Source: an optimization exercise on an open RTL-to-GDS flow (aim: a short achievable clock period and few clock cycles). Production flows keep margins and buffers that such runs may drop. Function was not checked in any run shown here: the RTL went through the layout flow alone. Power figures rest on the tool's default switching activity, not on a simulated workload.

==> design/flow/design.v <==
module mips8_cpu(clk, rst, prog_len, imem_addr, imem_rdata, dmem_addr, dmem_rdata,
                 wb_en, wb_addr, wb_data, done, result);
   input clk;
   input rst;
   input [7:0] prog_len;
   output [7:0] imem_addr;
   input [31:0] imem_rdata;
   output [7:0] dmem_addr;
   input [7:0] dmem_rdata;
   output wb_en;
   output [4:0] wb_addr;
   output [7:0] wb_data;
   output done;
   output [7:0] result;
   localparam NB = 8;
   localparam SP = 1;    
   integer i, ia, ib;
   reg [7:0] len_r;
   always @(posedge clk) len_r <= prog_len;
   reg [7:0] rf [1:31];
   reg [7:0] A;
   reg       halted;
   reg       jrchk;
   reg       hitS, seqS;
   reg [NB-1:0] idxF;
   reg [7:0] btF;
   reg [7:0] pcD;
   reg       vD;
   reg       predD;    
   reg [NB-1:0] idxD;
   reg       vE;
   reg [7:0] opA, opB, pcE, pc1E, tgtE;
   reg       pc1_geE;
   reg       tk_eqE, tk_neE;
   reg       sltE, jrE, brE, lwE, wenE;
   reg [4:0] destE;
   reg       predE;    
   reg       btbE;     
   reg [NB-1:0] idxE;
   reg       mV, mLoad;
   reg [4:0] mDest;
   reg [7:0] mRes;
   reg [7:0] dA;
   reg       wV, wLoad;
   reg [4:0] wDest;
   reg [7:0] wRes;
   reg       oV;
   reg [4:0] oDest;
   reg [7:0] oData;
   reg       done_r;
   reg       bv [0:NB-1];
   reg [7:0] btag [0:NB-1];    
   reg [7:0] btgt [0:NB-1];
   reg [2:0] brr;
   reg       uAlloc, uInval;
   reg [7:0] uPc, uTgt;
   reg [NB-1:0] uIdx;
   wire [7:0] sum = opA + opB;
   wire       lt  = $signed(opA) < $signed(opB);
   wire [7:0] resE = sltE ? {7'b0, lt} : sum;
   wire       eq  = (opA == opB);
   wire       tgt_geE = (tgtE >= len_r);
   wire       takenE = eq ? tk_eqE : tk_neE;
   wire       haltE  = vE & ~jrE & (takenE ? tgt_geE : pc1_geE);
   wire       redirE = vE & (jrE | (takenE ? (~predE | tgt_geE) : (predE | pc1_geE)));
   wire [7:0] nextE  = jrE ? opA : (takenE ? tgtE : pc1E);
   wire [31:0] ins = imem_rdata;
   wire [5:0] opD = ins[31:26];
   wire [5:0] fnD = ins[5:0];
   wire rformD = (opD == 6'b000000);
   wire adduD  = rformD & (fnD == 6'b100001);
   wire sltD   = rformD & (fnD == 6'b101010);
   wire jrD    = rformD & (fnD == 6'b001000);
   wire beqD   = (opD == 6'b000100);
   wire bneD   = (opD == 6'b000101);
   wire jalD   = (opD == 6'b000011);
   wire lwD    = (opD == 6'b010111);
   wire addiuD = (opD == 6'b001001);
   wire [4:0] rsD = ins[25:21];
   wire [4:0] rtD = ins[20:16];
   wire [7:0] immD = ins[7:0];
   wire [4:0] destD = (adduD | sltD) ? ins[15:11] : (jalD ? 5'd31 : rtD);
   wire wenD = (adduD | sltD | jalD | lwD | addiuD) & (destD != 5'd0);
   wire useRsD = adduD | sltD | jrD | beqD | bneD | lwD | addiuD;
   wire useRtD = adduD | sltD | beqD | bneD;
   wire [7:0] pc1D = pcD + 8'd1;
   wire [7:0] tgtD = jalD ? immD : (pcD + immD);
   wire [7:0] wdata = wLoad ? dmem_rdata : wRes;
   function [7:0] rdrf;
      input [4:0] r;
      integer k;
      begin
         rdrf = 8'd0;
         for (k = 1; k < 32; k = k + 1)
            rdrf = rdrf | ((r == k) ? rf[k] : 8'd0);
      end
   endfunction
   function [7:0] fwd;
      input [4:0] r;
      reg mE, mM, mW, mO;
      begin
         mE = vE & wenE & (destE == r);
         mM = mV & (mDest == r);
         mW = wV & (wDest == r);
         mO = oV & (oDest == r);
         fwd = (mE ? resE : 8'd0)
             | ((~mE & mM) ? mRes : 8'd0)
             | ((~mE & ~mM & mW) ? wdata : 8'd0)
             | ((~mE & ~mM & ~mW & mO) ? oData : 8'd0)
             | ((~mE & ~mM & ~mW & ~mO) ? rdrf(r) : 8'd0);
      end
   endfunction
   wire [7:0] rsv = fwd(rsD);
   wire [7:0] rtv = fwd(rtD);
   wire hzE = vE & wenE & lwE & ((useRsD & (destE == rsD)) | (useRtD & (destE == rtD)));
   wire hzM = mV & mLoad & ((useRsD & (mDest == rsD)) | (useRtD & (mDest == rtD)));
   wire stallD = vD & (hzE | hzM);
   wire spD = (SP != 0) & vD & ~predD & ~stallD & (jalD | ((beqD | bneD) & immD[7]));
   wire [7:0] Aseq = A + 8'd1;
   reg [NB-1:0] ohN;
   reg [7:0] btN;
   always @(*) begin
      btN  = 8'd0;
      for (ib = 0; ib < NB; ib = ib + 1) begin
         ohN[ib] = bv[ib] && (btag[ib] == A);
         btN  = btN | (ohN[ib] ? btgt[ib] : 8'd0);
      end
   end
   wire hitF = hitS & seqS;
   wire haltF = jrchk;    
   wire [7:0] Apred = stallD ? pcD : (spD ? tgtD : (hitF ? btF : Aseq));
   wire [7:0] Anext = redirE ? nextE : Apred;
   always @(posedge clk) begin
      A <= Anext;
      pcD <= A;
      predD <= hitF;
      idxD <= idxF;
      hitS <= |ohN;
      idxF <= ohN;
      btF <= btN;
      opA <= jalD ? pc1D : rsv;
      opB <= (addiuD | lwD) ? immD : (jalD ? 8'd0 : rtv);
      pcE <= pcD;
      pc1E <= pc1D;
      tgtE <= tgtD;
      pc1_geE <= (pc1D >= len_r);
      tk_eqE <= jalD | beqD;
      tk_neE <= jalD | bneD;
      sltE <= sltD;
      jrE <= jrD;
      brE <= beqD | bneD | jalD;
      lwE <= lwD;
      wenE <= wenD;
      destE <= destD;
      predE <= predD | spD;
      btbE <= predD;
      idxE <= idxD;
      mLoad <= lwE;
      mDest <= destE;
      mRes <= resE;
      dA <= sum;
      wLoad <= mLoad;
      wDest <= mDest;
      wRes <= mRes;
      oDest <= wDest;
      oData <= wdata;
      uPc <= pcE;
      uTgt <= tgtE;
      uIdx <= idxE;
      if (uAlloc) begin
         btag[brr] <= uPc - 8'd1;
         btgt[brr] <= uTgt;
      end
      if (rst) begin
         halted <= 1'b0;
         jrchk <= 1'b0;
         seqS <= 1'b0;
         vD <= 1'b0;
         vE <= 1'b0;
         mV <= 1'b0;
         wV <= 1'b0;
         oV <= 1'b0;
         done_r <= 1'b0;
         brr <= 3'd0;
         uAlloc <= 1'b0;
         uInval <= 1'b0;
         A <= 8'd0;
         for (i = 0; i < NB; i = i + 1) bv[i] <= 1'b0;
         for (i = 1; i < 32; i = i + 1) rf[i] <= 8'd0;
      end else begin
         halted <= halted | haltE | haltF;
         jrchk <= vE & jrE & (opA >= len_r);
         seqS <= ~redirE & ~stallD & ~spD & ~hitF;
         vD <= ~halted & ~haltE & ~haltF & ~redirE & ~stallD & ~spD;
         vE <= vD & ~stallD & ~redirE;
         mV <= vE & wenE;
         wV <= mV;
         oV <= wV;
         if (oV) rf[oDest] <= oData;
         done_r <= (halted | haltE | haltF) & ~(vE & wenE) & ~mV & ~wV;
         uAlloc <= vE & brE & takenE & ~btbE;
         uInval <= vE & brE & ~takenE & btbE;
         if (uAlloc) begin
            bv[brr] <= 1'b1;
            brr <= brr + 3'd1;
         end else if (uInval) begin
            for (i = 0; i < NB; i = i + 1)
               if (uIdx[i]) bv[i] <= 1'b0;
         end
      end
   end
   assign imem_addr = A;
   assign dmem_addr = dA;
   assign wb_en = oV;
   assign wb_addr = oDest;
   assign wb_data = oData;
   assign done = done_r;
   assign result = rf[2];
endmodule
==> design/flow/run.sh <==
#!/bin/bash
# synth_recipe.tcl (not shown) runs the flow's synth.tcl, then flattens the netlist and writes it again
# the make line also repeats each setting of config.mk as NAME=value (left out here)
make -C /OpenROAD-flow-scripts/flow DESIGN_CONFIG=/design/flow/config.mk WORK_HOME=/design/flow/orfs CLKGATE_MAP_FILE= SYNTH_SCRIPT=/design/flow/synth_recipe.tcl finish
==> design/flow/config.mk <==
export PLATFORM = sky130hd
export DESIGN_NAME = mips8_cpu
export DESIGN_NICKNAME = mips8_cpu
export VERILOG_FILES = /design/flow/design.v
export SDC_FILE = /design/flow/constraint.sdc
export NUM_CORES = 4
export LEC_CHECK = 0
export ABC_CLOCK_PERIOD_IN_PS = 2000
export CAP_MARGIN = 20
export CORE_MARGIN = 2
export CORE_UTILIZATION = 40
export PLACE_DENSITY = 0.6
export SETUP_SLACK_MARGIN = 3
export SLEW_MARGIN = 20
==> design/flow/constraint.sdc <==
create_clock -name core_clock -period 5.0 [get_ports {clk}]
set_input_delay 1.0000 -clock core_clock [delete_from_list [all_inputs] [get_ports {clk}]]
set_output_delay 1.0000 -clock core_clock [all_outputs]
set_load 0.01 [all_outputs]
==> results.py, run 1 <==
metrics = {
    "critical_path": {
        "critPathSlowestCell": "dlygate4sd2_1",
        "rrSetupSlack_ns": 2.46,
        "critPathLaunchType": "input pin",
        "critPathMaxFanout": 6,
        "regToRegEndpoint": "A[4]$_SDFF_PP0_",
        "worstPathRequired_ns": 5.54,
        "crit_path_start": "imem_rdata[7]",
        "worstSetupPathType": "in -> reg",
        "worstPathArrival_ns": 3.22,
        "path_cells": "dlygate4sd2_1, nand3_1, a211o_4, a221o_1, o22ai_4, buf_12, mux2_4, mux2i_1, o22ai_1",
        "r2r_start": "tgtE[0]$_DFF_P_",
        "critPathCapture": "A[5]$_SDFF_PP0_",
        "critPathCaptureType": "flop",
        "max_stage_delay_ns": 0.43,
        "r2r_cells": 11,
    },
    "route": {
        "dr.pass1.iters": 8,
        "viasPerCell": 6.08,
        "vias": 21900,
        "avgRoutedWirePerCell_um": 36.9,
        "drc_errors": 0,
        "routed_wl_mm": 133,
        "drt_iter0_markers": 2438,
        "ant_nets": 0,
    },
    "clock_tree": {
        "hold_buffers": 0,
        "cts_max_path_buffers": 3,
        "cts_made_buffers": 60,
        "cts_tree": "yes",
        "clk_latency_ns": 0.67,
        "clk_pin_slew_ns": 0.06,
        "clockRootBuffer": "clkbuf_16",
        "cts.sinks": 584,
        "htree_num_levels": 2,
    },
    "global_route": {
        "grt_pass1_vias": 21300,
        "grt_pass1_wl_mm": 178,
        "grt_use_total": 0.392,
        "gr-total-overflow": 0,
        "grt_max_degree": 34,
        "antenna_found_initial": 8,
    },
    "timing": {
        "maxSlewHeadroom": 0.339,
        "fmax_mhz": 374,
        "hold_viol": 0,
        "post-route-min-period_ns": 2.67,
        "slew_violations": 0,
        "worst_slew_pin_slew_ns": 0.990,
        "finClkSkew_ns": 0.0613,
        "setup_viol": 0,
        "post-route-period-util": 0.535,
        "rsz0062_at_grt": "true",
        "setup_tns_ns": 0,
    },
    "place": {
        "dp_hpwl_mm": 93.6,
        "place_congestion": 1.02,
        "dp_cells": 3219,
        "numPortBuffers": 85,
    },
    "pwr": {
        "total_power_mw": 12.8,
        "p_int_mw": 8.90,
        "p_sw_mw": 3.86,
        "switching_share": 0.302,
        "p_clk_frac": 0.351,
        "peakVddDrop_mv": 0.361,
        "cellPowerDensity_nw_per_um2": 350,
        "comb_power_share": 0.187,
        "power_frac_seq": 0.462,
        "p_leak_nw": 13.7,
    },
    "synth": {
        "synth.top_cells.by_count": "edfxtp_1 (376), and2_1 (255), a22oi_1 (232)",
        "synth_edf_count": 376,
        "yosys_warnings": 1,
        "syn_area_um2": 26100,
        "syn-mean-instance-area_um2": 11.6,
        "synth_fp_nets": 2357,
        "ys.flop_type": "edfxtp_1",
        "post_synth_num_cell_types": 79,
        "synth_cells": 2255,
        "yosysMostFrequentCell": "edfxtp_1",
        "seq_area_frac_synth": 0.592,
        "synthArstFlopShare": 0,
        "ys_top_cells_by_area": "edfxtp_1 (43%), dfxtp_1 (16%), a22oi_1 (6.7%)",
        "yosys.area.top_type_share": 0.433,
        "synth_top_area_cell": "edfxtp_1",
        "synth.ff_latch_count": 584,
    },
    "die": {
        "die_h_um": 259,
        "start_util": 0.405,
        "die-area_um2": 67300,
        "die_x_um": 259,
        "fp-row-count": 93,
        "pin_count": 89,
        "core_um2": 64500,
    },
    "run_status": {
        "outcome": "finished clean",
    },
    "cells_and_area": {
        "drive_above_1_share": 0.372,
        "syn_to_final_growth_pct": 39.6,
        "fin_cells": 3611,
        "fillers": 5270,
        "fin_nets": 2806,
    },
    "min_path": {
        "min_path_type": "reg -> reg",
    },
    "flow_run": {
        "max_cap_viol_count": 0,
    },
}
## cells in the final DEF (no fill, tap or decap), types with 51 or more instances in the layout
cell and count:
xnor2_1 51, nor2_4 79, edfxtp_1 376, a21oi_1 51, buf_4 262, and2_1 252, a22oi_1 190, buf_6 99
xor2_1 64, dfxtp_1 156, clkbuf_16 62, nor2_1 103, nand2_1 97
## metrics by stage
step                      area [um2]  utilization  hold WS, ns  setup WS (ns)
final                          36400        0.565        0.323           2.33
after global routing           36400        0.565        0.326           2.32
after CTS                      35300        0.547        0.325           2.43
after detailed placement       29400        0.456        0.312          0.510
after global placement         29400        0.456        0.310          0.490
after floorplan                27200            -        0.310           2.06
## state kept, by name, summed over array words and instances (netlist names), 8 cells and up
name / flops
A: 8
btF: 8
btag: 64
btgt: 64
bv: 8
dA: 8
idxD: 8
idxE: 8
idxF: 8
len_r: 8
mRes: 8
oData: 8
opA: 8
opB: 8
pc1E: 8
pcD: 8
pcE: 8
rf: 248
tgtE: 8
uIdx: 8
uPc: 8
uTgt: 8
wRes: 8
## routing by layer
layer	global-route usage	wire (um)	part of all wire	vias up
li1	-	-	-	9264
met1	0.461	49000	0.37	11100
met2	0.646	62600	0.47	1186
met3	0.0721	9500	0.071	396
met4	0.278	12100	0.091	6
met5	0	40	0.00030	-
## area by class of cell
type | instances | area (um2) | share of cell area
diodes | 2 | 5.00 | 0.000137
flip-flops and latches | 584 | 15600 | 0.428
well taps | 855 | 1070 | 0.0294
clock inverters | 26 | 267 | 0.00732
clock buffers | 86 | 1700 | 0.0466
inverters | 48 | 186 | 0.00512
repair buffers | 473 | 4890 | 0.134
multi-input cells | 1537 | 12700 | 0.349
## power groups by stage
stage	logic, mW	clock network [mW]	registers, mW
3_3_place_gp	1.77	0	5.94
4_1_cts	2.24	4.51	5.88
6_report	2.38	4.48	5.90
3_5_place_dp	1.78	0	5.95
5_1_grt	2.48	4.71	5.90
2_1_floorplan	0.824	0	5.75
## worst min-delay path by stage
stage,from,end,slack (ns),cells past startpoint
2_1_floorplan,idxF[0]$_DFF_P_,idxD[0]$_DFF_P_,0.31,0
3_3_place_gp,idxD[6]$_DFF_P_,idxE[6]$_DFF_P_,0.31,0
3_5_place_dp,pcE[2]$_DFF_P_,uPc[2]$_DFF_P_,0.31,0
4_1_cts,idxF[3]$_DFF_P_,idxD[3]$_DFF_P_,0.33,0
5_1_grt,idxF[0]$_DFF_P_,idxD[0]$_DFF_P_,0.33,0
6_report,idxF[3]$_DFF_P_,idxD[3]$_DFF_P_,0.32,0
## cell families after synthesis
group	count (synthesis)	synth area share
muxes	28	0.0113
adders and majority gates	52	0.0255
DFF	584	0.592
AOI/OAI and AO/OA	465	0.129
buffers and inverters	137	0.0209
and+or+nand+nor	856	0.177
xor gates and xnor gates	133	0.0446
## worst max-delay path: cells and delay by family
family,cells,cell delay [ns]
compound gates,4,0.93
buf+inv,2,0.58
simple gates,1,0.22
mux,2,0.47
## repair_timing
item	CTS	global route
gates resized for setup	772	132
setup endpoints to repair	619	183
cloned	8	3
pin swaps	179	114
hold endpoints to repair	0	0
buffers inserted	202	65
==> run 2: changes to the inputs <==
--- a/design/flow/design.v
+++ b/design/flow/design.v
@@ -49,4 +49,5 @@
    reg [7:0] oData;
    reg       done_r;
+   reg [7:0] res_r;    
    reg       bv [0:NB-1];
    reg [7:0] btag [0:NB-1];    
@@ -87,4 +88,6 @@
    wire [7:0] tgtD = jalD ? immD : (pcD + immD);
    wire [7:0] wdata = wLoad ? dmem_rdata : wRes;
+   wire skipM = mV & ~mLoad & ~wV;
+   wire skipE = vE & wenE & ~lwE & ~mV & ~wV;
    function [7:0] rdrf;
       input [4:0] r;
@@ -163,6 +166,6 @@
       wDest <= mDest;
       wRes <= mRes;
-      oDest <= wDest;
-      oData <= wdata;
+      oDest <= wV ? wDest : (mV ? mDest : destE);
+      oData <= wV ? wdata : (mV ? mRes : resE);
       uPc <= pcE;
       uTgt <= tgtE;
@@ -188,4 +191,5 @@
          for (i = 0; i < NB; i = i + 1) bv[i] <= 1'b0;
          for (i = 1; i < 32; i = i + 1) rf[i] <= 8'd0;
+         res_r <= 8'd0;
       end else begin
          halted <= halted | haltE | haltF;
@@ -194,8 +198,9 @@
          vD <= ~halted & ~haltE & ~haltF & ~redirE & ~stallD & ~spD;
          vE <= vD & ~stallD & ~redirE;
-         mV <= vE & wenE;
-         wV <= mV;
-         oV <= wV;
+         mV <= vE & wenE & ~skipE;
+         wV <= mV & ~skipM;
+         oV <= wV | skipM | skipE;
          if (oV) rf[oDest] <= oData;
+         res_r <= (oV & (oDest == 5'd2)) ? oData : rf[2];
          done_r <= (halted | haltE | haltF) & ~(vE & wenE) & ~mV & ~wV;
          uAlloc <= vE & brE & takenE & ~btbE;
@@ -216,4 +221,4 @@
    assign wb_data = oData;
    assign done = done_r;
-   assign result = rf[2];
+   assign result = res_r;
 endmodule
==> results.py, run 2 <==
metrics = {
    "run_status": {
        "outcome": "finished clean",
    },
    "global_route": {
        "antenna_found_initial": 10,
        "grt-busiest-layer": "met2",
        "grt_use_met3": 0.0719,
        "gr-total-overflow": 0,
        "grt_pass1_vias": 21800,
        "grt_pass1_wl_mm": 176,
        "grt_use_total": 0.381,
        "met2_usage": 0.632,
        "grt_max_degree": 33,
        "use_met1": 0.455,
    },
    "die": {
        "die_x_um": 261,
        "fp-row-count": 94,
        "core_um2": 65600,
        "die_h_um": 261,
        "die-area_um2": 68300,
        "pin_count": 89,
        "start_util": 0.403,
    },
    "synth": {
        "synthArstFlopShare": 0,
        "synth_top_area_cell": "edfxtp_1",
        "post_synth_num_cell_types": 68,
        "synth_fp_nets": 2413,
        "synth.top_cells.by_count": "edfxtp_1 (376), and2_1 (254), a22oi_1 (235)",
        "syn_area_um2": 26500,
        "seq_area_frac_synth": 0.590,
        "yosys_warnings": 1,
        "ys_top_cells_by_area": "edfxtp_1 (43%), dfxtp_1 (16%), a22oi_1 (6.7%)",
        "synth_edf_count": 376,
        "ys.flop_type": "edfxtp_1",
        "synth.ff_latch_count": 592,
        "yosys.area.top_type_share": 0.426,
        "synth_cells": 2311,
        "syn-mean-instance-area_um2": 11.5,
        "yosysMostFrequentCell": "edfxtp_1",
    },
    "timing": {
        "rsz0062_at_grt": "true",
        "hold_viol": 0,
        "setup_viol": 0,
        "setup_tns_ns": 0,
        "worst_slew_pin_slew_ns": 0.977,
        "fmax_mhz": 359,
        "post-route-min-period_ns": 2.79,
        "slew_violations": 0,
        "finClkSkew_ns": 0.0216,
        "postLayoutSetupSlackWorst_ns": 2.21,
        "maxSlewHeadroom": 0.347,
        "post-route-period-util": 0.557,
    },
    "cells_and_area": {
        "syn_to_final_growth_pct": 42.1,
        "drive_above_1_share": 0.371,
        "top_regs": "rf (248), btag (64), btgt (64)",
        "fillers": 5270,
        "layout_commonest_cell": "edfxtp_1",
        "largest_register": "rf",
        "fin_nets": 2868,
        "largest_reg_flops": 248,
        "layout_common_cells": "edfxtp_1 (376), and2_1 (250), buf_4 (230)",
    },
    "critical_path": {
        "worstPathRequired_ns": 5.54,
        "regToRegEndpoint": "A[5]$_SDFF_PP0_",
        "critPathCaptureType": "flop",
        "rrSetupSlack_ns": 2.21,
        "r2r_cells": 11,
        "critPathSlowestCell": "dfxtp_2",
        "path_cells": "inv_2, ha_4, nand4_1, nor3_4, mux2i_1, buf_6, a311o_1, mux2_4, o21a_4, or3_4, o32ai_2",
        "r2r_start": "opA[0]$_DFF_P_",
        "critPathLaunchType": "flop",
        "worstPathArrival_ns": 3.33,
        "critPathMaxFanout": 5,
        "worstSetupPathType": "reg -> reg",
        "max_stage_delay_ns": 0.36,
    },
    "route": {
        "viasPerCell": 6.10,
        "drc_errors": 0,
        "drt_iter0_markers": 2404,
        "ant_nets": 0,
        "vias": 22500,
        "avgRoutedWirePerCell_um": 35.9,
        "routed_wl_mm": 132,
        "dr.pass1.iters": 8,
    },
    "flow_run": {
        "max_cap_viol_count": 0,
    },
    "clock_tree": {
        "cts.sinks": 592,
        "clk_pin_slew_ns": 0.06,
        "cts_made_buffers": 67,
        "clockRootBuffer": "clkbuf_16",
        "clk_latency_ns": 0.64,
        "cts_max_path_buffers": 3,
        "htree_num_levels": 3,
        "cts_tree": "yes",
        "hold_buffers": 0,
    },
    "place": {
        "place_congestion": 1.04,
        "dp_slack_ns": 0.621,
        "dp_hpwl_mm": 89.0,
        "numPortBuffers": 85,
    },
    "min_path": {
        "min_path_type": "reg -> reg",
        "holdPathEnd": "uIdx[3]$_DFF_P_",
        "hold_path.startpoint": "idxE[3]$_DFF_P_",
        "hold_depth": 0,
    },
    "pwr": {
        "cellPowerDensity_nw_per_um2": 369,
        "peakVddDrop_mv": 0.263,
        "p_leak_nw": 14.3,
    },
}
-- run 2: cell types whose count changed in the layout (fill, tap and decap cells not counted), sizes merged, moves of 15 or more --
cell   previous run  this run
nand2           111       143
nor2            207       191
nor3             26        54
xnor2            59        74
xor2             74        59
-- run 2: kinds of logic after synthesis --
logic type	synth area share
xor gates and xnor gates	0.0440
muxes	0.0152
buffers and inverters	0.0205
DFF	0.590
adders and majority gates	0.0251
AOI/OAI and AO/OA	0.133
and+or+nand+nor	0.173
-- run 2: routing by layer --
layer | up-vias | share of wire
li1 | 9533 | -
met1 | 11400 | 0.37
met2 | 1190 | 0.47
met3 | 382 | 0.073
met4 | 6 | 0.081
met5 | - | 0.00026
-- run 2: power by group --
part / internal [mW] / switching (mW) / total, mW
Clock: 2.96 / 2.18 / 5.14
Combinational: 1.23 / 1.65 / 2.88
Sequential: 5.55 / 0.320 / 5.87
Total: 9.74 / 4.14 / 13.9
-- run 2: repair_timing --
| action | in CTS | in global routing |
|---|---|---|
| hold endpoints to repair | 0 | 0 |
| setup buffers | 198 | 83 |
| setup endpoints to repair | 538 | 245 |
| pin swaps | 171 | 161 |
| cloned | 13 | 4 |
| resized for setup | 742 | 208 |
-- run 2: layout make-up --
type,count,area [um2],share of cell area
multi-input combinational,1584,13100,0.348
sequential,592,15700,0.418
antenna,5,12.5,0.000333
clock buffer,96,2000,0.0532
clock inverter,28,327,0.00868
tap,864,1080,0.0287
inverter,44,165,0.00439
timing repair buffer,477,5180,0.138
-- run 2: how the worst max path moves through the flow --
stage                           end      startpoint
floorplan           A[5]$_SDFF_PP0_  imem_rdata[27]
global placement     opB[2]$_DFF_P_  imem_rdata[18]
detailed placement   opB[6]$_DFF_P_  imem_rdata[16]
CTS                 A[5]$_SDFF_PP0_  opA[0]$_DFF_P_
global route        A[5]$_SDFF_PP0_  opA[0]$_DFF_P_
finish              A[5]$_SDFF_PP0_  opA[0]$_DFF_P_
-- run 2: critical path, delay by kind of cell, from the launching register on --
family | cells | cell delay (ns)
AO/OA/AOI/OAI | 3 | 0.81
adder cells (fa/ha/maj) | 1 | 0.27
buffers and inverters | 2 | 0.21
flip-flops | 1 | 0.36
multiplexers | 2 | 0.41
AND/OR/NAND/NOR | 3 | 0.64
-- run 2: through the flow --
stage / hold slack (ns) / cells / cell area [um2] / util / power (mW)
2_1_floorplan: 0.310 / 2311 / 27600 / - / 6.65
3_3_place_gp: 0.310 / 3262 / 29600 / 0.452 / 7.62
3_5_place_dp: 0.312 / 3263 / 29700 / 0.452 / 7.64
4_1_cts: 0.325 / 3598 / 35900 / 0.548 / 13.6
5_1_grt: 0.328 / 3686 / 37600 / 0.573 / 14.2
6_report: 0.322 / 3690 / 37600 / 0.573 / 13.9

[afterwards: timing with drivers on the ports]
No port has a modelled driver above. Below, the same layouts with a new extraction and two added sets of constraints.
Step 1 sets driving cells, clkbuf_16 on the clock port and buf_2 on the other inputs (assumed; they add their load-dependent delay and slew).
Step 2 times the ports against the registers' clock, not the clock port: input delays grow and output delays shrink by t, the midpoint of the rising clock arrivals with the driver on.
Three values: ideal, step 1, step 2; two values: the first two.
run | t (ns) | setup WS [ns] | worst data-port slew with drivers (ns)
run 1 | 0.718 | 2.326 / 2.276 / 1.558 | 0.30
run 2 | 0.689 | 2.213 / 2.213 / 1.616 | 0.17
After both steps setup and hold are still met in every run listed. For run 1, which loses most, drivers alone change the setup slack by -0.050 ns; drivers and shift together by -0.768 ns.
